Background: an optimization exercise with open tools, aiming at a short achievable clock period and few clock cycles. Do not read the settings as production practice.
In this exercise RTL edits were held to simulation tests only and were not proved equivalent to the original.
No activity file was given, so power comes from the tool's default toggle rates.

==> flow/design.v (excerpt) <==
module mammal (
      input clk,
      input rst,
      input [15:0] data_in,
      output logic [15:0] data_out,
      output logic [11:0] address,
      output logic memwt,
      input INT,
      output logic intack
);
localparam [3:0] OP_NOP=4'd0, OP_LDI=4'd1, OP_LD=4'd2, OP_ST=4'd3, OP_JZ=4'd4,
                 OP_JMP=4'd5, OP_ALU=4'd7, OP_PUSH=4'd8, OP_POP=4'd9,
                 OP_CALL=4'd10, OP_RET=4'd11, OP_STI=4'd12, OP_CLI=4'd13,
                 OP_IRET=4'd14;
logic s_iret2, s_int1, s_int2, s_int3, s_int4, s_halt;
wire  s_run = ~(s_iret2 | s_int1 | s_int2 | s_int3 | s_int4 | s_halt);
logic [11:0] addr_r;     
logic [15:0] dout_r;     
logic        memwt_r;    
logic [11:0] pc;         
logic [11:0] jt;         
logic [11:0] sp1;        
logic [15:0] r [0:7];    
logic        zf, ie;
logic        int_r;      
logic [11:0] vec;        
logic [15:0] c0, c1;
logic        cv0, cv1;
logic x_any, x_alu, x_ldi, x_ld, x_st, x_push, x_pop, x_call, x_ret, x_iret,
      x_sti, x_cli, x_halt;
logic x_poph, x_reth;    
logic [7:0]  wa;         
logic [7:0]  wb;         
logic [7:0]  wl;         
logic [15:0] opa, opb;   
logic [15:0] res_r;      
logic        r7w1;       
logic s_add, s_sub, s_and, s_or, s_xor, s_shl, s_not, s_mov, s_inc, s_dec, s_top;
wire x_bus = x_ldi | x_ld | x_st | x_push | x_pop | x_call | x_ret | x_iret | x_halt;
  ...
clock: 8.0 ns
lec_check: 0
cap_margin: 20
core_margin: 2
core_utilization: 40
setup_slack_margin: 5
slew_margin: 20
run.sh (not shown) runs the stock make flow with config.mk's settings and CLKGATE_MAP_FILE= SYNTH_SCRIPT=/design/flow/synth_recipe.tcl, a recipe that flattens the netlist after the stock synthesis.
Testbench counts at the start, summed over its fixed seeds: cycles 81,025.
Then changed:
--- a/flow/design.v
+++ b/flow/design.v
@@ -95,20 +95,25 @@
                   ({16{k1[2]}} & {sh1[7:0], 8'b0}) | ({16{k1[3]}} & {sh1[3:0], 12'b0});
 wire [15:0] shl = (|B[15:4]) ? 16'h0000 : sh2;
 wire bz = ~|B;
 wire [15:0] result = ({16{s_add}} & sum) | ({16{s_sub}} & dif) | ({16{s_and}} & aab) |
                      ({16{s_or}} & aob) | ({16{s_xor}} & axb) | ({16{s_shl}} & shl) |
                      ({16{s_not}} & {15'b0, bz}) | ({16{s_mov}} & B) |
                      ({16{s_inc}} & inc) | ({16{s_dec}} & dec) | ({16{s_top}} & c0);
 wire z_add = ~axb[0] & (axb[15:1] == aob[14:0]);
+logic [15:0] pzr;
+always_comb
+  for (int m = 0; m < 16; m++) pzr[15 - m] = ~|(A & (16'hffff >> (15 - m)));
+wire [3:0] zu = {|(k0 & pzr[15:12]), |(k0 & pzr[11:8]), |(k0 & pzr[7:4]), |(k0 & pzr[3:0])};
+wire z_shl = (|B[15:4]) | (|(k1 & zu));
 wire z_sub = (A == B);
 wire z_none = ~(s_add | s_sub | s_and | s_or | s_xor | s_shl | s_not | s_mov | s_inc | s_dec);
 wire zres = (s_add & z_add) | (s_sub & z_sub) | (s_and & ~|aab) | (s_or & ~|aob) |
-            (s_xor & ~|axb) | (s_shl & ~|shl) | (s_not & ~bz) | (s_mov & bz) |
+            (s_xor & ~|axb) | (s_shl & z_shl) | (s_not & ~bz) | (s_mov & bz) |
             (s_inc & (&B)) | (s_dec & (B == 16'd1)) | z_none;
 wire zf_next = x_alu ? zres : zf;
 assign address = addr_r;
 assign data_out = dout_r;
 assign memwt = memwt_r;
 assign intack = s_int2;
 wire sp_dec = x_push | x_call | s_int1 | s_int2;
 wire sp_inc = x_pop | x_ret | x_iret | s_iret2 | x_poph | x_reth;
=>
- The new run completed with no timing, DRC or antenna violations
- critical path depth drops by 2
- power drops by 3.4%
- cell area drops by 0.81%
- sequential power is about the same
- global-route usage drops by 1.6 points
- sequential cell count is unchanged
Testbench counts after the change, summed over its fixed seeds: cycles 81,025.

what the ideal ports hide:
Ports are ideal in the flow. The routed layouts listed here were re-timed in OpenROAD. Step 1: set_driving_cell puts a clkbuf_16 on clk and a buf_2 on each other input, an assumption about the parent block. Step 2 adds t to the input delays and takes it off the output delays; t is the mean of the earliest and latest rising clock arrival at the registers after step 1. Input paths then give back, and output paths get back, about the clock's delay inside the block. Slacks: ideal ports / drivers / drivers and shift; pairs: ideal ports / drivers.
| run | shift t [ns] | setup slack, ns | worst setup path at the end | latest minus earliest clock arrival (ns) | worst slew at a driven data input, ns |
|---|---|---|---|---|---|
| the first run | 0.651 | 4.652 / 4.652 / 4.048 | input to register | 0.037 / 0.037 | 0.23 |
| the second run | 0.643 | 4.747 / 4.709 / 4.066 | input to register | 0.046 / 0.046 | 0.28 |
After both steps setup and hold are still met in every run listed. The setup slack of the second run, which loses most, moves by -0.038 ns with the drivers and by -0.681 ns with both steps.
